Background: an optimization exercise with open tools, aiming at small area and a short achievable clock period. Do not read the settings as production practice.
In this exercise RTL edits were held to simulation tests only and were not proved equivalent to the original.
No activity file was given, so power comes from the tool's default toggle rates.

==> design/flow/config.mk <==
export PLATFORM = sky130hd
export DESIGN_NAME = PE_array
export DESIGN_NICKNAME = PE_array
export VERILOG_FILES = /design/flow/design.v
export SDC_FILE = /design/flow/constraint.sdc
export NUM_CORES = 4
export LEC_CHECK = 0
export CAP_MARGIN = 20
export CORE_MARGIN = 2
export CORE_UTILIZATION = 40
export PLACE_DENSITY = 0.6
export SLEW_MARGIN = 20
export SYNTH_HIERARCHICAL = 1
export SYNTH_MINIMUM_KEEP_SIZE = 0
==> design/flow/constraint.sdc <==
create_clock -name core_clock -period 6.5 [get_ports {clk}]
set_input_delay 1.3000 -clock core_clock [delete_from_list [all_inputs] [get_ports {clk}]]
set_output_delay 1.3000 -clock core_clock [all_outputs]
set_load 0.01 [all_outputs]
==> design/flow/design.v <==
module PE (
	input              clk          ,
	input              rst_n        ,
	input              reset_pe     ,
	input              write_out_en ,
	input      [15:0]  top_in       ,
	input      [15:0]  left_in      ,
	input      [15:0]  mac_in       ,
	output reg [15:0]  bottom_out   ,
	output reg [15:0]  right_out    ,
	output reg [15:0]  mac_out
);
	wire [15:0] pp0 = {16{left_in[0]}} & top_in[15:0];
	wire [14:0] pp1 = {15{left_in[1]}} & top_in[14:0];
	wire [13:0] pp2 = {14{left_in[2]}} & top_in[13:0];
	wire [12:0] pp3 = {13{left_in[3]}} & top_in[12:0];
	wire [11:0] pp4 = {12{left_in[4]}} & top_in[11:0];
	wire [10:0] pp5 = {11{left_in[5]}} & top_in[10:0];
	wire [9:0] pp6 = {10{left_in[6]}} & top_in[9:0];
	wire [8:0] pp7 = {9{left_in[7]}} & top_in[8:0];
	wire [7:0] pp8 = {8{left_in[8]}} & top_in[7:0];
	wire [6:0] pp9 = {7{left_in[9]}} & top_in[6:0];
	wire [5:0] pp10 = {6{left_in[10]}} & top_in[5:0];
	wire [4:0] pp11 = {5{left_in[11]}} & top_in[4:0];
	wire [3:0] pp12 = {4{left_in[12]}} & top_in[3:0];
	wire [2:0] pp13 = {3{left_in[13]}} & top_in[2:0];
	wire [1:0] pp14 = {2{left_in[14]}} & top_in[1:0];
	wire [0:0] pp15 = {1{left_in[15]}} & top_in[0:0];
	reg  [15:0] acc ;
	wire n0, n1;
	HA u_n0 (.a(acc[0]), .b(pp0[0]), .s(n0), .co(n1));
	wire n2, n3;
	FA u_n2 (.a(acc[1]), .b(pp0[1]), .c(pp1[0]), .s(n2), .co(n3));
	wire n4, n5;
	HA u_n4 (.a(n1), .b(n2), .s(n4), .co(n5));
	wire n6, n7;
	FA u_n6 (.a(acc[2]), .b(pp0[2]), .c(pp1[1]), .s(n6), .co(n7));
	wire n8, n9;
	FA u_n8 (.a(pp2[0]), .b(n3), .c(n6), .s(n8), .co(n9));
	wire n10, n11;
	HA u_n10 (.a(n5), .b(n8), .s(n10), .co(n11));
	wire n12, n13;
	FA u_n12 (.a(acc[3]), .b(pp0[3]), .c(pp1[2]), .s(n12), .co(n13));
	wire n14, n15;
	FA u_n14 (.a(pp2[1]), .b(pp3[0]), .c(n7), .s(n14), .co(n15));
	wire n16, n17;
	FA u_n16 (.a(n12), .b(n14), .c(n9), .s(n16), .co(n17));
	wire n18, n19;
	HA u_n18 (.a(n11), .b(n16), .s(n18), .co(n19));
	wire n20, n21;
	FA u_n20 (.a(acc[4]), .b(pp0[4]), .c(pp1[3]), .s(n20), .co(n21));
	wire n22, n23;
	FA u_n22 (.a(pp2[2]), .b(pp3[1]), .c(pp4[0]), .s(n22), .co(n23));
	wire n24, n25;
	FA u_n24 (.a(n13), .b(n20), .c(n22), .s(n24), .co(n25));
	wire n26, n27;
	FA u_n26 (.a(n15), .b(n24), .c(n17), .s(n26), .co(n27));
	wire n28, n29;
	HA u_n28 (.a(n19), .b(n26), .s(n28), .co(n29));
	wire n30, n31;
	FA u_n30 (.a(acc[5]), .b(pp0[5]), .c(pp1[4]), .s(n30), .co(n31));
	wire n32, n33;
	FA u_n32 (.a(pp2[3]), .b(pp3[2]), .c(pp4[1]), .s(n32), .co(n33));
	wire n34, n35;
	FA u_n34 (.a(pp5[0]), .b(n21), .c(n23), .s(n34), .co(n35));
	wire n36, n37;
	FA u_n36 (.a(n30), .b(n32), .c(n25), .s(n36), .co(n37));
	wire n38, n39;
	FA u_n38 (.a(n34), .b(n36), .c(n27), .s(n38), .co(n39));
	wire n40, n41;
	HA u_n40 (.a(n29), .b(n38), .s(n40), .co(n41));
	wire n42, n43;
	FA u_n42 (.a(acc[6]), .b(pp0[6]), .c(pp1[5]), .s(n42), .co(n43));
	wire n44, n45;
	FA u_n44 (.a(pp2[4]), .b(pp3[3]), .c(pp4[2]), .s(n44), .co(n45));
	wire n46, n47;
	FA u_n46 (.a(pp5[1]), .b(pp6[0]), .c(n31), .s(n46), .co(n47));
	wire n48, n49;
	FA u_n48 (.a(n33), .b(n42), .c(n44), .s(n48), .co(n49));
	wire n50, n51;
	FA u_n50 (.a(n35), .b(n46), .c(n48), .s(n50), .co(n51));
	wire n52, n53;
	FA u_n52 (.a(n37), .b(n50), .c(n39), .s(n52), .co(n53));
	wire n54, n55;
	FA u_n54 (.a(acc[7]), .b(pp0[7]), .c(pp1[6]), .s(n54), .co(n55));
	wire n56, n57;
	FA u_n56 (.a(pp2[5]), .b(pp3[4]), .c(pp4[3]), .s(n56), .co(n57));
	wire n58, n59;
	FA u_n58 (.a(pp5[2]), .b(pp6[1]), .c(pp7[0]), .s(n58), .co(n59));
	wire n60, n61;
	FA u_n60 (.a(n43), .b(n45), .c(n54), .s(n60), .co(n61));
	wire n62, n63;
	FA u_n62 (.a(n56), .b(n58), .c(n47), .s(n62), .co(n63));
	wire n64, n65;
	FA u_n64 (.a(n49), .b(n60), .c(n62), .s(n64), .co(n65));
	wire n66, n67;
	HA u_n66 (.a(n51), .b(n64), .s(n66), .co(n67));
	wire n68, n69;
	FA u_n68 (.a(acc[8]), .b(pp0[8]), .c(pp1[7]), .s(n68), .co(n69));
	wire n70, n71;
	FA u_n70 (.a(pp2[6]), .b(pp3[5]), .c(pp4[4]), .s(n70), .co(n71));
	wire n72, n73;
	FA u_n72 (.a(pp5[3]), .b(pp6[2]), .c(pp7[1]), .s(n72), .co(n73));
	wire n74, n75;
	FA u_n74 (.a(pp8[0]), .b(n55), .c(n57), .s(n74), .co(n75));
	wire n76, n77;
	FA u_n76 (.a(n59), .b(n68), .c(n70), .s(n76), .co(n77));
	wire n78, n79;
	FA u_n78 (.a(n72), .b(n61), .c(n74), .s(n78), .co(n79));
	wire n80, n81;
	FA u_n80 (.a(n76), .b(n63), .c(n78), .s(n80), .co(n81));
	wire n82, n83;
	HA u_n82 (.a(n65), .b(n80), .s(n82), .co(n83));
	wire n84, n85;
	FA u_n84 (.a(acc[9]), .b(pp0[9]), .c(pp1[8]), .s(n84), .co(n85));
	wire n86, n87;
	FA u_n86 (.a(pp2[7]), .b(pp3[6]), .c(pp4[5]), .s(n86), .co(n87));
	wire n88, n89;
	FA u_n88 (.a(pp5[4]), .b(pp6[3]), .c(pp7[2]), .s(n88), .co(n89));
	wire n90, n91;
	FA u_n90 (.a(pp8[1]), .b(pp9[0]), .c(n69), .s(n90), .co(n91));
	wire n92, n93;
	FA u_n92 (.a(n71), .b(n73), .c(n84), .s(n92), .co(n93));
	wire n94, n95;
	FA u_n94 (.a(n86), .b(n88), .c(n75), .s(n94), .co(n95));
	wire n96, n97;
	FA u_n96 (.a(n77), .b(n90), .c(n92), .s(n96), .co(n97));
	wire n98, n99;
	FA u_n98 (.a(n79), .b(n94), .c(n96), .s(n98), .co(n99));
	wire n100, n101;
	HA u_n100 (.a(n81), .b(n98), .s(n100), .co(n101));
	wire n102, n103;
	FA u_n102 (.a(acc[10]), .b(pp0[10]), .c(pp10[0]), .s(n102), .co(n103));
	wire n104, n105;
	FA u_n104 (.a(pp1[9]), .b(pp2[8]), .c(pp3[7]), .s(n104), .co(n105));
	wire n106, n107;
	FA u_n106 (.a(pp4[6]), .b(pp5[5]), .c(pp6[4]), .s(n106), .co(n107));
	wire n108, n109;
	FA u_n108 (.a(pp7[3]), .b(pp8[2]), .c(pp9[1]), .s(n108), .co(n109));
	wire n110, n111;
	FA u_n110 (.a(n85), .b(n87), .c(n89), .s(n110), .co(n111));
	wire n112, n113;
	FA u_n112 (.a(n102), .b(n104), .c(n106), .s(n112), .co(n113));
	wire n114, n115;
	FA u_n114 (.a(n108), .b(n91), .c(n110), .s(n114), .co(n115));
	wire n116, n117;
	FA u_n116 (.a(n93), .b(n112), .c(n95), .s(n116), .co(n117));
	wire n118, n119;
	FA u_n118 (.a(n114), .b(n97), .c(n116), .s(n118), .co(n119));
	wire n120, n121;
	HA u_n120 (.a(n99), .b(n101), .s(n120), .co(n121));
	wire n122, n123;
	FA u_n122 (.a(acc[11]), .b(pp0[11]), .c(pp10[1]), .s(n122), .co(n123));
	wire n124, n125;
	FA u_n124 (.a(pp11[0]), .b(pp1[10]), .c(pp2[9]), .s(n124), .co(n125));
	wire n126, n127;
	FA u_n126 (.a(pp3[8]), .b(pp4[7]), .c(pp5[6]), .s(n126), .co(n127));
	wire n128, n129;
	FA u_n128 (.a(pp6[5]), .b(pp7[4]), .c(pp8[3]), .s(n128), .co(n129));
	wire n130, n131;
	FA u_n130 (.a(pp9[2]), .b(n103), .c(n105), .s(n130), .co(n131));
	wire n132, n133;
	FA u_n132 (.a(n107), .b(n109), .c(n122), .s(n132), .co(n133));
	wire n134, n135;
	FA u_n134 (.a(n124), .b(n126), .c(n128), .s(n134), .co(n135));
	wire n136, n137;
	FA u_n136 (.a(n111), .b(n113), .c(n130), .s(n136), .co(n137));
	wire n138, n139;
	FA u_n138 (.a(n132), .b(n134), .c(n115), .s(n138), .co(n139));
	wire n140, n141;
	FA u_n140 (.a(n136), .b(n117), .c(n138), .s(n140), .co(n141));
	wire n142, n143;
	HA u_n142 (.a(n119), .b(n140), .s(n142), .co(n143));
	wire n144, n145;
	FA u_n144 (.a(acc[12]), .b(pp0[12]), .c(pp10[2]), .s(n144), .co(n145));
	wire n146, n147;
	FA u_n146 (.a(pp11[1]), .b(pp12[0]), .c(pp1[11]), .s(n146), .co(n147));
	wire n148, n149;
	FA u_n148 (.a(pp2[10]), .b(pp3[9]), .c(pp4[8]), .s(n148), .co(n149));
	wire n150, n151;
	FA u_n150 (.a(pp5[7]), .b(pp6[6]), .c(pp7[5]), .s(n150), .co(n151));
	wire n152, n153;
	FA u_n152 (.a(pp8[4]), .b(pp9[3]), .c(n123), .s(n152), .co(n153));
	wire n154, n155;
	FA u_n154 (.a(n125), .b(n127), .c(n129), .s(n154), .co(n155));
	wire n156, n157;
	FA u_n156 (.a(n144), .b(n146), .c(n148), .s(n156), .co(n157));
	wire n158, n159;
	FA u_n158 (.a(n150), .b(n131), .c(n133), .s(n158), .co(n159));
	wire n160, n161;
	FA u_n160 (.a(n135), .b(n152), .c(n154), .s(n160), .co(n161));
	wire n162, n163;
	FA u_n162 (.a(n156), .b(n137), .c(n158), .s(n162), .co(n163));
	wire n164, n165;
	FA u_n164 (.a(n160), .b(n139), .c(n162), .s(n164), .co(n165));
	wire n166, n167;
	HA u_n166 (.a(n141), .b(n164), .s(n166), .co(n167));
	wire n168, n169;
	FA u_n168 (.a(acc[13]), .b(pp0[13]), .c(pp10[3]), .s(n168), .co(n169));
	wire n170, n171;
	FA u_n170 (.a(pp11[2]), .b(pp12[1]), .c(pp13[0]), .s(n170), .co(n171));
	wire n172, n173;
	FA u_n172 (.a(pp1[12]), .b(pp2[11]), .c(pp3[10]), .s(n172), .co(n173));
	wire n174, n175;
	FA u_n174 (.a(pp4[9]), .b(pp5[8]), .c(pp6[7]), .s(n174), .co(n175));
	wire n176, n177;
	FA u_n176 (.a(pp7[6]), .b(pp8[5]), .c(pp9[4]), .s(n176), .co(n177));
	wire n178, n179;
	FA u_n178 (.a(n145), .b(n147), .c(n149), .s(n178), .co(n179));
	wire n180, n181;
	FA u_n180 (.a(n151), .b(n168), .c(n170), .s(n180), .co(n181));
	wire n182, n183;
	FA u_n182 (.a(n172), .b(n174), .c(n176), .s(n182), .co(n183));
	wire n184, n185;
	FA u_n184 (.a(n153), .b(n155), .c(n157), .s(n184), .co(n185));
	wire n186, n187;
	FA u_n186 (.a(n178), .b(n180), .c(n182), .s(n186), .co(n187));
	wire n188, n189;
	FA u_n188 (.a(n159), .b(n161), .c(n184), .s(n188), .co(n189));
	wire n190, n191;
	FA u_n190 (.a(n186), .b(n163), .c(n188), .s(n190), .co(n191));
	wire n192, n193;
	HA u_n192 (.a(n165), .b(n190), .s(n192), .co(n193));
	wire n194, n195;
	FA u_n194 (.a(acc[14]), .b(pp0[14]), .c(pp10[4]), .s(n194), .co(n195));
	wire n196, n197;
	FA u_n196 (.a(pp11[3]), .b(pp12[2]), .c(pp13[1]), .s(n196), .co(n197));
	wire n198, n199;
	FA u_n198 (.a(pp14[0]), .b(pp1[13]), .c(pp2[12]), .s(n198), .co(n199));
	wire n200, n201;
	FA u_n200 (.a(pp3[11]), .b(pp4[10]), .c(pp5[9]), .s(n200), .co(n201));
	wire n202, n203;
	FA u_n202 (.a(pp6[8]), .b(pp7[7]), .c(pp8[6]), .s(n202), .co(n203));
	wire n204, n205;
	FA u_n204 (.a(pp9[5]), .b(n169), .c(n171), .s(n204), .co(n205));
	wire n206, n207;
	FA u_n206 (.a(n173), .b(n175), .c(n177), .s(n206), .co(n207));
	wire n208, n209;
	FA u_n208 (.a(n194), .b(n196), .c(n198), .s(n208), .co(n209));
	wire n210, n211;
	FA u_n210 (.a(n200), .b(n202), .c(n179), .s(n210), .co(n211));
	wire n212, n213;
	FA u_n212 (.a(n181), .b(n183), .c(n204), .s(n212), .co(n213));
	wire n214, n215;
	FA u_n214 (.a(n206), .b(n208), .c(n185), .s(n214), .co(n215));
	wire n216, n217;
	FA u_n216 (.a(n210), .b(n187), .c(n212), .s(n216), .co(n217));
	wire n218, n219;
	FA u_n218 (.a(n189), .b(n214), .c(n216), .s(n218), .co(n219));
	wire n220, n221;
	HA u_n220 (.a(n191), .b(n218), .s(n220), .co(n221));
	wire n222 = acc[15] ^ pp0[15] ^ pp10[5] ^ pp11[4] ^ pp12[3] ^ pp13[2] ^ pp14[1] ^ pp15[0] ^ pp1[14] ^ pp2[13] ^ pp3[12] ^ pp4[11] ^ pp5[10] ^ pp6[9] ^ pp7[8] ^ pp8[7] ^ pp9[6] ^ n195 ^ n197 ^ n199 ^ n201 ^ n203 ^ n205 ^ n207 ^ n209 ^ n211 ^ n213 ^ n215 ^ n217 ^ n219;
	wire [15:0] ra = {n221, n193, n167, n143, n121, n118, n83, n67, n66, n41, n40, n28, n18, n10, n4, n0};
	wire [15:0] rb = {n222, n220, n192, n166, n142, n120, n100, n82, n53, n52, 1'b0, 1'b0, 1'b0, 1'b0, 1'b0, 1'b0};
	wire [15:0] nxt;
	assign nxt[5:0] = ra[5:0];
	assign nxt[15:6] = ra[15:6] + rb[15:6];
	always @(posedge clk or negedge rst_n) begin
		if (!rst_n) begin
			acc        <= 16'd0 ;
			bottom_out <= 16'd0 ;
			right_out  <= 16'd0 ;
			mac_out    <= 16'd0 ;
		end
		else begin
			acc        <= reset_pe ? 16'd0 : nxt ;
			bottom_out <= top_in ;
			right_out  <= left_in ;
			mac_out    <= write_out_en ? mac_in : acc ;
		end
	end
endmodule
module PE_cs (
	input              clk          ,
	input              rst_n        ,
	input              reset_pe     ,
	input              write_out_en ,
	input      [15:0]  top_in       ,
	input      [15:0]  left_in      ,
	input      [15:0]  mac_in       ,
	output reg [15:0]  bottom_out   ,
	output reg [15:0]  right_out    ,
	output reg [15:0]  mac_out
);
	wire [15:0] pp0 = {16{left_in[0]}} & top_in[15:0];
	wire [14:0] pp1 = {15{left_in[1]}} & top_in[14:0];
	wire [13:0] pp2 = {14{left_in[2]}} & top_in[13:0];
	wire [12:0] pp3 = {13{left_in[3]}} & top_in[12:0];
	wire [11:0] pp4 = {12{left_in[4]}} & top_in[11:0];
	wire [10:0] pp5 = {11{left_in[5]}} & top_in[10:0];
	wire [9:0] pp6 = {10{left_in[6]}} & top_in[9:0];
	wire [8:0] pp7 = {9{left_in[7]}} & top_in[8:0];
	wire [7:0] pp8 = {8{left_in[8]}} & top_in[7:0];
	wire [6:0] pp9 = {7{left_in[9]}} & top_in[6:0];
	wire [5:0] pp10 = {6{left_in[10]}} & top_in[5:0];
	wire [4:0] pp11 = {5{left_in[11]}} & top_in[4:0];
	wire [3:0] pp12 = {4{left_in[12]}} & top_in[3:0];
	wire [2:0] pp13 = {3{left_in[13]}} & top_in[2:0];
	wire [1:0] pp14 = {2{left_in[14]}} & top_in[1:0];
	wire [0:0] pp15 = {1{left_in[15]}} & top_in[0:0];
	reg  [15:0] accs ;
	reg  [15:1] accc ;
	wire n0, n1;
	HA u_n0 (.a(accs[0]), .b(pp0[0]), .s(n0), .co(n1));
	wire n2, n3;
	FA u_n2 (.a(accc[1]), .b(accs[1]), .c(pp0[1]), .s(n2), .co(n3));
	wire n4, n5;
	HA u_n4 (.a(pp1[0]), .b(n1), .s(n4), .co(n5));
	wire n6, n7;
	FA u_n6 (.a(accc[2]), .b(accs[2]), .c(pp0[2]), .s(n6), .co(n7));
	wire n8, n9;
	FA u_n8 (.a(pp1[1]), .b(pp2[0]), .c(n3), .s(n8), .co(n9));
	wire n10, n11;
	HA u_n10 (.a(n6), .b(n5), .s(n10), .co(n11));
	wire n12, n13;
	FA u_n12 (.a(accc[3]), .b(accs[3]), .c(pp0[3]), .s(n12), .co(n13));
	wire n14, n15;
	FA u_n14 (.a(pp1[2]), .b(pp2[1]), .c(pp3[0]), .s(n14), .co(n15));
	wire n16, n17;
	FA u_n16 (.a(n7), .b(n12), .c(n14), .s(n16), .co(n17));
	wire n18, n19;
	HA u_n18 (.a(n11), .b(n9), .s(n18), .co(n19));
	wire n20, n21;
	FA u_n20 (.a(accc[4]), .b(accs[4]), .c(pp0[4]), .s(n20), .co(n21));
	wire n22, n23;
	FA u_n22 (.a(pp1[3]), .b(pp2[2]), .c(pp3[1]), .s(n22), .co(n23));
	wire n24, n25;
	FA u_n24 (.a(pp4[0]), .b(n13), .c(n15), .s(n24), .co(n25));
	wire n26, n27;
	FA u_n26 (.a(n20), .b(n22), .c(n17), .s(n26), .co(n27));
	wire n28, n29;
	HA u_n28 (.a(n24), .b(n19), .s(n28), .co(n29));
	wire n30, n31;
	FA u_n30 (.a(accc[5]), .b(accs[5]), .c(pp0[5]), .s(n30), .co(n31));
	wire n32, n33;
	FA u_n32 (.a(pp1[4]), .b(pp2[3]), .c(pp3[2]), .s(n32), .co(n33));
	wire n34, n35;
	FA u_n34 (.a(pp4[1]), .b(pp5[0]), .c(n21), .s(n34), .co(n35));
	wire n36, n37;
	FA u_n36 (.a(n23), .b(n30), .c(n32), .s(n36), .co(n37));
	wire n38, n39;
	FA u_n38 (.a(n25), .b(n34), .c(n36), .s(n38), .co(n39));
	wire n40, n41;
	HA u_n40 (.a(n27), .b(n29), .s(n40), .co(n41));
	wire n42, n43;
	FA u_n42 (.a(accc[6]), .b(accs[6]), .c(pp0[6]), .s(n42), .co(n43));
	wire n44, n45;
	FA u_n44 (.a(pp1[5]), .b(pp2[4]), .c(pp3[3]), .s(n44), .co(n45));
	wire n46, n47;
	FA u_n46 (.a(pp4[2]), .b(pp5[1]), .c(pp6[0]), .s(n46), .co(n47));
	wire n48, n49;
	FA u_n48 (.a(n31), .b(n33), .c(n42), .s(n48), .co(n49));
	wire n50, n51;
	FA u_n50 (.a(n44), .b(n46), .c(n35), .s(n50), .co(n51));
	wire n52, n53;
	FA u_n52 (.a(n37), .b(n48), .c(n50), .s(n52), .co(n53));
	wire n54, n55;
	HA u_n54 (.a(n39), .b(n41), .s(n54), .co(n55));
	wire n56, n57;
	FA u_n56 (.a(accc[7]), .b(accs[7]), .c(pp0[7]), .s(n56), .co(n57));
	wire n58, n59;
	FA u_n58 (.a(pp1[6]), .b(pp2[5]), .c(pp3[4]), .s(n58), .co(n59));
	wire n60, n61;
	FA u_n60 (.a(pp4[3]), .b(pp5[2]), .c(pp6[1]), .s(n60), .co(n61));
	wire n62, n63;
	FA u_n62 (.a(pp7[0]), .b(n43), .c(n45), .s(n62), .co(n63));
	wire n64, n65;
	FA u_n64 (.a(n47), .b(n56), .c(n58), .s(n64), .co(n65));
	wire n66, n67;
	FA u_n66 (.a(n60), .b(n49), .c(n62), .s(n66), .co(n67));
	wire n68, n69;
	FA u_n68 (.a(n64), .b(n51), .c(n66), .s(n68), .co(n69));
	wire n70, n71;
	HA u_n70 (.a(n53), .b(n68), .s(n70), .co(n71));
	wire n72, n73;
	FA u_n72 (.a(accc[8]), .b(accs[8]), .c(pp0[8]), .s(n72), .co(n73));
	wire n74, n75;
	FA u_n74 (.a(pp1[7]), .b(pp2[6]), .c(pp3[5]), .s(n74), .co(n75));
	wire n76, n77;
	FA u_n76 (.a(pp4[4]), .b(pp5[3]), .c(pp6[2]), .s(n76), .co(n77));
	wire n78, n79;
	FA u_n78 (.a(pp7[1]), .b(pp8[0]), .c(n57), .s(n78), .co(n79));
	wire n80, n81;
	FA u_n80 (.a(n59), .b(n61), .c(n72), .s(n80), .co(n81));
	wire n82, n83;
	FA u_n82 (.a(n74), .b(n76), .c(n63), .s(n82), .co(n83));
	wire n84, n85;
	FA u_n84 (.a(n65), .b(n78), .c(n80), .s(n84), .co(n85));
	wire n86, n87;
	FA u_n86 (.a(n67), .b(n82), .c(n84), .s(n86), .co(n87));
	wire n88, n89;
	HA u_n88 (.a(n69), .b(n86), .s(n88), .co(n89));
	wire n90, n91;
	FA u_n90 (.a(accc[9]), .b(accs[9]), .c(pp0[9]), .s(n90), .co(n91));
	wire n92, n93;
	FA u_n92 (.a(pp1[8]), .b(pp2[7]), .c(pp3[6]), .s(n92), .co(n93));
	wire n94, n95;
	FA u_n94 (.a(pp4[5]), .b(pp5[4]), .c(pp6[3]), .s(n94), .co(n95));
	wire n96, n97;
	FA u_n96 (.a(pp7[2]), .b(pp8[1]), .c(pp9[0]), .s(n96), .co(n97));
	wire n98, n99;
	FA u_n98 (.a(n73), .b(n75), .c(n77), .s(n98), .co(n99));
	wire n100, n101;
	FA u_n100 (.a(n90), .b(n92), .c(n94), .s(n100), .co(n101));
	wire n102, n103;
	FA u_n102 (.a(n96), .b(n79), .c(n81), .s(n102), .co(n103));
	wire n104, n105;
	FA u_n104 (.a(n98), .b(n100), .c(n83), .s(n104), .co(n105));
	wire n106, n107;
	FA u_n106 (.a(n102), .b(n85), .c(n104), .s(n106), .co(n107));
	wire n108, n109;
	HA u_n108 (.a(n87), .b(n89), .s(n108), .co(n109));
	wire n110, n111;
	FA u_n110 (.a(accc[10]), .b(accs[10]), .c(pp0[10]), .s(n110), .co(n111));
	wire n112, n113;
	FA u_n112 (.a(pp10[0]), .b(pp1[9]), .c(pp2[8]), .s(n112), .co(n113));
	wire n114, n115;
	FA u_n114 (.a(pp3[7]), .b(pp4[6]), .c(pp5[5]), .s(n114), .co(n115));
	wire n116, n117;
	FA u_n116 (.a(pp6[4]), .b(pp7[3]), .c(pp8[2]), .s(n116), .co(n117));
	wire n118, n119;
	FA u_n118 (.a(pp9[1]), .b(n91), .c(n93), .s(n118), .co(n119));
	wire n120, n121;
	FA u_n120 (.a(n95), .b(n97), .c(n110), .s(n120), .co(n121));
	wire n122, n123;
	FA u_n122 (.a(n112), .b(n114), .c(n116), .s(n122), .co(n123));
	wire n124, n125;
	FA u_n124 (.a(n99), .b(n101), .c(n118), .s(n124), .co(n125));
	wire n126, n127;
	FA u_n126 (.a(n120), .b(n122), .c(n103), .s(n126), .co(n127));
	wire n128, n129;
	FA u_n128 (.a(n124), .b(n105), .c(n126), .s(n128), .co(n129));
	wire n130, n131;
	HA u_n130 (.a(n107), .b(n128), .s(n130), .co(n131));
	wire n132, n133;
	FA u_n132 (.a(accc[11]), .b(accs[11]), .c(pp0[11]), .s(n132), .co(n133));
	wire n134, n135;
	FA u_n134 (.a(pp10[1]), .b(pp11[0]), .c(pp1[10]), .s(n134), .co(n135));
	wire n136, n137;
	FA u_n136 (.a(pp2[9]), .b(pp3[8]), .c(pp4[7]), .s(n136), .co(n137));
	wire n138, n139;
	FA u_n138 (.a(pp5[6]), .b(pp6[5]), .c(pp7[4]), .s(n138), .co(n139));
	wire n140, n141;
	FA u_n140 (.a(pp8[3]), .b(pp9[2]), .c(n111), .s(n140), .co(n141));
	wire n142, n143;
	FA u_n142 (.a(n113), .b(n115), .c(n117), .s(n142), .co(n143));
	wire n144, n145;
	FA u_n144 (.a(n132), .b(n134), .c(n136), .s(n144), .co(n145));
	wire n146, n147;
	FA u_n146 (.a(n138), .b(n119), .c(n121), .s(n146), .co(n147));
	wire n148, n149;
	FA u_n148 (.a(n123), .b(n140), .c(n142), .s(n148), .co(n149));
	wire n150, n151;
	FA u_n150 (.a(n144), .b(n125), .c(n146), .s(n150), .co(n151));
	wire n152, n153;
	FA u_n152 (.a(n148), .b(n127), .c(n150), .s(n152), .co(n153));
	wire n154, n155;
	HA u_n154 (.a(n129), .b(n152), .s(n154), .co(n155));
	wire n156, n157;
	FA u_n156 (.a(accc[12]), .b(accs[12]), .c(pp0[12]), .s(n156), .co(n157));
	wire n158, n159;
	FA u_n158 (.a(pp10[2]), .b(pp11[1]), .c(pp12[0]), .s(n158), .co(n159));
	wire n160, n161;
	FA u_n160 (.a(pp1[11]), .b(pp2[10]), .c(pp3[9]), .s(n160), .co(n161));
	wire n162, n163;
	FA u_n162 (.a(pp4[8]), .b(pp5[7]), .c(pp6[6]), .s(n162), .co(n163));
	wire n164, n165;
	FA u_n164 (.a(pp7[5]), .b(pp8[4]), .c(pp9[3]), .s(n164), .co(n165));
	wire n166, n167;
	FA u_n166 (.a(n133), .b(n135), .c(n137), .s(n166), .co(n167));
	wire n168, n169;
	FA u_n168 (.a(n139), .b(n156), .c(n158), .s(n168), .co(n169));
	wire n170, n171;
	FA u_n170 (.a(n160), .b(n162), .c(n164), .s(n170), .co(n171));
	wire n172, n173;
	FA u_n172 (.a(n141), .b(n143), .c(n145), .s(n172), .co(n173));
	wire n174, n175;
	FA u_n174 (.a(n166), .b(n168), .c(n170), .s(n174), .co(n175));
	wire n176, n177;
	FA u_n176 (.a(n147), .b(n149), .c(n172), .s(n176), .co(n177));
	wire n178, n179;
	FA u_n178 (.a(n174), .b(n151), .c(n176), .s(n178), .co(n179));
	wire n180, n181;
	HA u_n180 (.a(n153), .b(n178), .s(n180), .co(n181));
	wire n182, n183;
	FA u_n182 (.a(accc[13]), .b(accs[13]), .c(pp0[13]), .s(n182), .co(n183));
	wire n184, n185;
	FA u_n184 (.a(pp10[3]), .b(pp11[2]), .c(pp12[1]), .s(n184), .co(n185));
	wire n186, n187;
	FA u_n186 (.a(pp13[0]), .b(pp1[12]), .c(pp2[11]), .s(n186), .co(n187));
	wire n188, n189;
	FA u_n188 (.a(pp3[10]), .b(pp4[9]), .c(pp5[8]), .s(n188), .co(n189));
	wire n190, n191;
	FA u_n190 (.a(pp6[7]), .b(pp7[6]), .c(pp8[5]), .s(n190), .co(n191));
	wire n192, n193;
	FA u_n192 (.a(pp9[4]), .b(n157), .c(n159), .s(n192), .co(n193));
	wire n194, n195;
	FA u_n194 (.a(n161), .b(n163), .c(n165), .s(n194), .co(n195));
	wire n196, n197;
	FA u_n196 (.a(n182), .b(n184), .c(n186), .s(n196), .co(n197));
	wire n198, n199;
	FA u_n198 (.a(n188), .b(n190), .c(n167), .s(n198), .co(n199));
	wire n200, n201;
	FA u_n200 (.a(n169), .b(n171), .c(n192), .s(n200), .co(n201));
	wire n202, n203;
	FA u_n202 (.a(n194), .b(n196), .c(n173), .s(n202), .co(n203));
	wire n204, n205;
	FA u_n204 (.a(n198), .b(n175), .c(n200), .s(n204), .co(n205));
	wire n206, n207;
	FA u_n206 (.a(n177), .b(n202), .c(n204), .s(n206), .co(n207));
	wire n208, n209;
	HA u_n208 (.a(n179), .b(n206), .s(n208), .co(n209));
	wire n210, n211;
	FA u_n210 (.a(accc[14]), .b(accs[14]), .c(pp0[14]), .s(n210), .co(n211));
	wire n212, n213;
	FA u_n212 (.a(pp10[4]), .b(pp11[3]), .c(pp12[2]), .s(n212), .co(n213));
	wire n214, n215;
	FA u_n214 (.a(pp13[1]), .b(pp14[0]), .c(pp1[13]), .s(n214), .co(n215));
	wire n216, n217;
	FA u_n216 (.a(pp2[12]), .b(pp3[11]), .c(pp4[10]), .s(n216), .co(n217));
	wire n218, n219;
	FA u_n218 (.a(pp5[9]), .b(pp6[8]), .c(pp7[7]), .s(n218), .co(n219));
	wire n220, n221;
	FA u_n220 (.a(pp8[6]), .b(pp9[5]), .c(n183), .s(n220), .co(n221));
	wire n222, n223;
	FA u_n222 (.a(n185), .b(n187), .c(n189), .s(n222), .co(n223));
	wire n224, n225;
	FA u_n224 (.a(n191), .b(n210), .c(n212), .s(n224), .co(n225));
	wire n226, n227;
	FA u_n226 (.a(n214), .b(n216), .c(n218), .s(n226), .co(n227));
	wire n228, n229;
	FA u_n228 (.a(n193), .b(n195), .c(n197), .s(n228), .co(n229));
	wire n230, n231;
	FA u_n230 (.a(n220), .b(n222), .c(n224), .s(n230), .co(n231));
	wire n232, n233;
	FA u_n232 (.a(n226), .b(n199), .c(n201), .s(n232), .co(n233));
	wire n234, n235;
	FA u_n234 (.a(n228), .b(n230), .c(n203), .s(n234), .co(n235));
	wire n236, n237;
	FA u_n236 (.a(n205), .b(n232), .c(n234), .s(n236), .co(n237));
	wire n238, n239;
	HA u_n238 (.a(n207), .b(n209), .s(n238), .co(n239));
	wire n240, n241;
	FA u_n240 (.a(accc[15]), .b(accs[15]), .c(pp0[15]), .s(n240), .co(n241));
	wire n242, n243;
	FA u_n242 (.a(pp10[5]), .b(pp11[4]), .c(pp12[3]), .s(n242), .co(n243));
	wire n244, n245;
	FA u_n244 (.a(pp13[2]), .b(pp14[1]), .c(pp15[0]), .s(n244), .co(n245));
	wire n246, n247;
	FA u_n246 (.a(pp1[14]), .b(pp2[13]), .c(pp3[12]), .s(n246), .co(n247));
	wire n248, n249;
	FA u_n248 (.a(pp4[11]), .b(pp5[10]), .c(pp6[9]), .s(n248), .co(n249));
	wire n250, n251;
	FA u_n250 (.a(pp7[8]), .b(pp8[7]), .c(pp9[6]), .s(n250), .co(n251));
	wire n252, n253;
	FA u_n252 (.a(n211), .b(n213), .c(n215), .s(n252), .co(n253));
	wire n254, n255;
	FA u_n254 (.a(n217), .b(n219), .c(n240), .s(n254), .co(n255));
	wire n256, n257;
	FA u_n256 (.a(n242), .b(n244), .c(n246), .s(n256), .co(n257));
	wire n258, n259;
	FA u_n258 (.a(n248), .b(n250), .c(n221), .s(n258), .co(n259));
	wire n260, n261;
	FA u_n260 (.a(n223), .b(n225), .c(n227), .s(n260), .co(n261));
	wire n262, n263;
	FA u_n262 (.a(n252), .b(n254), .c(n256), .s(n262), .co(n263));
	wire n264, n265;
	FA u_n264 (.a(n229), .b(n258), .c(n231), .s(n264), .co(n265));
	wire n266, n267;
	FA u_n266 (.a(n260), .b(n262), .c(n233), .s(n266), .co(n267));
	wire n268, n269;
	FA u_n268 (.a(n264), .b(n235), .c(n266), .s(n268), .co(n269));
	wire n270, n271;
	HA u_n270 (.a(n237), .b(n268), .s(n270), .co(n271));
	wire [15:0] ra = {n239, n236, n181, n155, n131, n109, n106, n71, n55, n52, n38, n26, n16, n10, n2, n0};
	wire [15:0] rb = {n270, n238, n208, n180, n154, n130, n108, n88, n70, n54, n40, n28, n18, n8, n4, 1'b0};
	wire [15:0] nxs = ra;
	wire [15:1] nxc = rb[15:1];
	wire [15:0] acc = accs + {accc, 1'b0} ;
	always @(posedge clk or negedge rst_n) begin
		if (!rst_n) begin
			accs       <= 16'd0 ;
			accc       <= 15'd0 ;
			bottom_out <= 16'd0 ;
			right_out  <= 16'd0 ;
			mac_out    <= 16'd0 ;
		end
		else begin
			accs       <= reset_pe ? 16'd0 : nxs ;
			accc       <= reset_pe ? 15'd0 : nxc ;
			bottom_out <= top_in ;
			right_out  <= left_in ;
			mac_out    <= write_out_en ? mac_in : acc ;
		end
	end
endmodule
module FA (input a, input b, input c, output s, output co);
	assign s  = a ^ b ^ c ;
	assign co = (a & b) | (a & c) | (b & c) ;
endmodule
module HA (input a, input b, output s, output co);
	assign s  = a ^ b ;
	assign co = a & b ;
endmodule
module PE_array #(
    parameter DATA_WIDTH    = 16 ,
    parameter SYSTOLIC_SIZE = 4
) (
    input                                       clk          ,
    input                                       rst_n        ,
    input                                       reset_pe     ,
    input                                       write_out_en ,
    input  [SYSTOLIC_SIZE * DATA_WIDTH - 1 : 0] wgt_in       ,
    input  [SYSTOLIC_SIZE * DATA_WIDTH - 1 : 0] ifm_in       ,
    output [SYSTOLIC_SIZE * DATA_WIDTH - 1 : 0] ofm_out
);
    wire [15:0] dn  [0:3][0:3] ;
    wire [15:0] rt  [0:3][0:3] ;
    wire [15:0] mo  [0:3][0:3] ;
    PE_cs pe_0_0 (
        .clk (clk), .rst_n (rst_n), .reset_pe (reset_pe), .write_out_en (write_out_en),
        .top_in (wgt_in[15:0]), .left_in (ifm_in[15:0]), .mac_in (mo[0][1]),
        .bottom_out (dn[0][0]), .right_out (rt[0][0]), .mac_out (mo[0][0])
    );
    PE_cs pe_0_1 (
        .clk (clk), .rst_n (rst_n), .reset_pe (reset_pe), .write_out_en (write_out_en),
        .top_in (wgt_in[31:16]), .left_in (rt[0][0]), .mac_in (mo[0][2]),
        .bottom_out (dn[0][1]), .right_out (rt[0][1]), .mac_out (mo[0][1])
    );
    PE_cs pe_0_2 (
        .clk (clk), .rst_n (rst_n), .reset_pe (reset_pe), .write_out_en (write_out_en),
        .top_in (wgt_in[47:32]), .left_in (rt[0][1]), .mac_in (mo[0][3]),
        .bottom_out (dn[0][2]), .right_out (rt[0][2]), .mac_out (mo[0][2])
    );
    PE_cs pe_0_3 (
        .clk (clk), .rst_n (rst_n), .reset_pe (reset_pe), .write_out_en (write_out_en),
        .top_in (wgt_in[63:48]), .left_in (rt[0][2]), .mac_in (16'd0),
        .bottom_out (dn[0][3]), .right_out (rt[0][3]), .mac_out (mo[0][3])
    );
    PE_cs pe_1_0 (
        .clk (clk), .rst_n (rst_n), .reset_pe (reset_pe), .write_out_en (write_out_en),
        .top_in (dn[0][0]), .left_in (ifm_in[31:16]), .mac_in (mo[1][1]),
        .bottom_out (dn[1][0]), .right_out (rt[1][0]), .mac_out (mo[1][0])
    );
    PE pe_1_1 (
        .clk (clk), .rst_n (rst_n), .reset_pe (reset_pe), .write_out_en (write_out_en),
        .top_in (dn[0][1]), .left_in (rt[1][0]), .mac_in (mo[1][2]),
        .bottom_out (dn[1][1]), .right_out (rt[1][1]), .mac_out (mo[1][1])
    );
    PE pe_1_2 (
        .clk (clk), .rst_n (rst_n), .reset_pe (reset_pe), .write_out_en (write_out_en),
        .top_in (dn[0][2]), .left_in (rt[1][1]), .mac_in (mo[1][3]),
        .bottom_out (dn[1][2]), .right_out (rt[1][2]), .mac_out (mo[1][2])
    );
    PE pe_1_3 (
        .clk (clk), .rst_n (rst_n), .reset_pe (reset_pe), .write_out_en (write_out_en),
        .top_in (dn[0][3]), .left_in (rt[1][2]), .mac_in (16'd0),
        .bottom_out (dn[1][3]), .right_out (rt[1][3]), .mac_out (mo[1][3])
    );
    PE_cs pe_2_0 (
        .clk (clk), .rst_n (rst_n), .reset_pe (reset_pe), .write_out_en (write_out_en),
        .top_in (dn[1][0]), .left_in (ifm_in[47:32]), .mac_in (mo[2][1]),
        .bottom_out (dn[2][0]), .right_out (rt[2][0]), .mac_out (mo[2][0])
    );
    PE pe_2_1 (
        .clk (clk), .rst_n (rst_n), .reset_pe (reset_pe), .write_out_en (write_out_en),
        .top_in (dn[1][1]), .left_in (rt[2][0]), .mac_in (mo[2][2]),
        .bottom_out (dn[2][1]), .right_out (rt[2][1]), .mac_out (mo[2][1])
    );
    PE pe_2_2 (
        .clk (clk), .rst_n (rst_n), .reset_pe (reset_pe), .write_out_en (write_out_en),
        .top_in (dn[1][2]), .left_in (rt[2][1]), .mac_in (mo[2][3]),
        .bottom_out (dn[2][2]), .right_out (rt[2][2]), .mac_out (mo[2][2])
    );
    PE pe_2_3 (
        .clk (clk), .rst_n (rst_n), .reset_pe (reset_pe), .write_out_en (write_out_en),
        .top_in (dn[1][3]), .left_in (rt[2][2]), .mac_in (16'd0),
        .bottom_out (dn[2][3]), .right_out (rt[2][3]), .mac_out (mo[2][3])
    );
    PE_cs pe_3_0 (
        .clk (clk), .rst_n (rst_n), .reset_pe (reset_pe), .write_out_en (write_out_en),
        .top_in (dn[2][0]), .left_in (ifm_in[63:48]), .mac_in (mo[3][1]),
        .bottom_out (dn[3][0]), .right_out (rt[3][0]), .mac_out (mo[3][0])
    );
    PE pe_3_1 (
        .clk (clk), .rst_n (rst_n), .reset_pe (reset_pe), .write_out_en (write_out_en),
        .top_in (dn[2][1]), .left_in (rt[3][0]), .mac_in (mo[3][2]),
        .bottom_out (dn[3][1]), .right_out (rt[3][1]), .mac_out (mo[3][1])
    );
    PE pe_3_2 (
        .clk (clk), .rst_n (rst_n), .reset_pe (reset_pe), .write_out_en (write_out_en),
        .top_in (dn[2][2]), .left_in (rt[3][1]), .mac_in (mo[3][3]),
        .bottom_out (dn[3][2]), .right_out (rt[3][2]), .mac_out (mo[3][2])
    );
    PE pe_3_3 (
        .clk (clk), .rst_n (rst_n), .reset_pe (reset_pe), .write_out_en (write_out_en),
        .top_in (dn[2][3]), .left_in (rt[3][2]), .mac_in (16'd0),
        .bottom_out (dn[3][3]), .right_out (rt[3][3]), .mac_out (mo[3][3])
    );
    assign ofm_out[15:0] = mo[0][0] ;
    assign ofm_out[31:16] = mo[1][0] ;
    assign ofm_out[47:32] = mo[2][0] ;
    assign ofm_out[63:48] = mo[3][0] ;
endmodule
==> design/flow/run.sh <==
#!/bin/bash
# synth_recipe.tcl (not shown) runs the flow's synth.tcl, then flattens the netlist and writes it again
# the make line also repeats each setting of config.mk as NAME=value (left out here)
make -C /OpenROAD-flow-scripts/flow DESIGN_CONFIG=/design/flow/config.mk WORK_HOME=/design/flow/orfs CLKGATE_MAP_FILE= SYNTH_SCRIPT=/design/flow/synth_recipe.tcl finish
==> impl_metrics.ini <==
[detailed_routing]
drtPass1Iterations = 7
vias = 55100
ant_nets = 0
drtIter0Drc = 3095
drc = 0
wl_um = 245000
routed_via_density = 5.19
wl_per_cell_um = 23.1

[placed_design]
dp_hpwl_um = 186000
portBuffers = 195
dp.cells = 10400
place_congestion = 0.876

[cells_and_area]
fillCellCount = 20700
drive_gt1_frac = 0.0657
multi_input_area_mm2 = 0.0652
area_delta_synth_final_pct = 10.8
register_area_mm2 = 0.0250
nNetsFinal = 9775
stdcell_count = 10600
final_cell_mix = 2039 x and2_1, 1729 x fa_1, 1001 x dfrtp_1
final_common_cell = and2_1
utilization = 0.445

[synthesis]
yosys_warnings = 9
postSynthAreaPerCell_um2 = 12.5
synthCells = 7301
synth_area_mm2 = 0.0911

[global_routing]
grt_max_degree = 157
top_usage_layer = met2
met2_usage = 0.372
grtUsageMet1 = 0.296
first_global_vias = 64300
grt_antenna_before_repair = 21
grt-ovfl-total = 0
grt_util_all_layers = 0.221
grt_pass1_wl_um = 390000
grtUsageMet3 = 0.0325

[setup_path]
r2r-start = pe_2_1.right_out[1]$_DFF_PN0_
cp_slowest_stage_delay_ns = 0.83
cp_common_cell = fa_1
crit_chain = and2_1 -> fa_1 -> fa_1 -> fa_1 -> fa_1 -> fa_1 -> fa_1 -> ha_1 -> fa_1 -> a21o_1 -> a21oi_1 -> o21bai_1 -> a21oi_1 -> o21ai_0 -> xnor2_1 -> nor2_1
ff2ff_setup_slack_ns = 1.07
slowest_stage = dfrtp_1
crit_start = pe_2_1.right_out[1]$_DFF_PN0_
start_kind = register
crit_type = register to register
crit_fanout = 16
end_kind = register
arrival_ns = 6.04
cp_data_required_time_ns = 7.12

[cts]
cts_max_level = 3
cts_inserted_buffers = 116
clock-root-buffer = clkbuf_16
clockBufferDepth = 3
cts_tree = built
cts_hold_buf = 0
postCtsSetupBuffers = 0
clkLatencyLatePin_ns = 0.80
cts_num_sinks = 1001
path_clk_slew_ns = 0.07
cts_resized = 0

[hold_path]
worstHoldPathType = register to register
worstHoldStart = pe_3_1.right_out[15]$_DFF_PN0_

[sta]
fin_crit_ns = 5.43
finalHoldViolations = 0
tightestPinTransition_ns = 0.946
clock_skew_ns = 0.0452
slew_headroom = 0.369
timing.fmax_mhz = 184
hold-worst-slack_ns = 0.382
setup-violations-final = 0
period_share = 0.835
rsz0062_at_grt = false
report.final.slew_viol_count = 0
fin_setup_tns_ns = 0

[pwr]
p_per_area_mw_per_mm2 = 480
ir_drop_uv = 411
total_power_mw = 48.5
p_leak_nw = 45.5

[floorplan]
die_area_mm2 = 0.232
core.rowCount = 175
dieHeight_um = 481
core-area_mm2 = 0.227
start_util = 0.402
pin_count = 196
dieWidth_um = 481

[flow_run]
drv_cap = 0

[outcome]
status = complete, no violations
==> cell type report <==
| cell class | count | share of cell area |
|---|---|---|
| diodes | 9 | 0.000223 |
| clock buffers | 146 | 0.0316 |
| clock inverters | 72 | 0.00880 |
| inverters | 44 | 0.00164 |
| multi-input cells | 6058 | 0.645 |
| flip-flops and latches | 1001 | 0.248 |
| well taps | 3009 | 0.0373 |
| repair buffers | 276 | 0.0269 |
==> layer usage <==
| layer | part of all wire | wire, um |
|---|---|---|
| met5 | 0.00028 | 69 |
| met2 | 0.50 | 122000 |
| met1 | 0.42 | 103000 |
| met3 | 0.050 | 12300 |
| met4 | 0.032 | 7940 |
==> path summary, 6_finish.rpt <==
path / cells after the start / to
worst min-delay path: 0 / pe_3_2.right_out[15]$_DFF_PN0_
worst max register to register: 16 / pe_2_2.acc[14]$_DFF_PN0_
worst min register to register: 0 / pe_3_2.right_out[15]$_DFF_PN0_
max in group asynchronous: 3 / pe_2_0.accc[7]$_DFF_PN0_
min in group asynchronous: 1 / pe_3_3.acc[6]$_DFF_PN0_
worst max-delay path: 16 / pe_2_2.acc[14]$_DFF_PN0_
==> power by group <==
part / internal [mW] / switching [mW]
sequential: 7.89 / 1.44
combinational: 16.1 / 16.1
clock: 4.04 / 2.97
==> worst max-delay path, delay by kind of cell (launching register included) <==
family,cells,cell delay [ns]
AO/OA/AOI/OAI,5,0.87
adder cells (fa/ha/maj),8,3.11
flip-flops,1,0.83
XOR/XNOR,1,0.15
AND/OR/NAND/NOR,2,0.30
==> stage by stage <==
step / worst slack (ns) / area (um^2)
global route: 0.826 / 101000
finish: 1.07 / 101000
detailed placement: 0.701 / 96900
floorplan: 1.75 / 91400
CTS: 1.10 / 101000
global placement: 0.760 / 96900

separate check: timing with driven ports:
The results above use ideal ports. As a check the final layout listed here was re-extracted and re-timed, cells and wires unchanged. Step 1 assumes that a clkbuf_16 drives the clock port and a buf_2 every other input. Step 2 adds t to the input delays and takes it off the output delays; t is the mean of the earliest and latest rising clock arrival at the registers after step 1. Input paths then give back, and output paths get back, about the clock's delay inside the block. Three values: ideal, step 1, step 2; two values: the first two.
shift t [ns]: 0.851
setup slack, ns: 1.074 / 1.074 / 0.614
worst setup path after step 2: input to register
worst data-port slew with drivers (ns): 0.13
cell pins on the clock port's net: 1
After both steps this run still meets setup and hold. For this run, drivers alone change the setup slack by 0.000 ns; drivers and shift together by -0.460 ns.
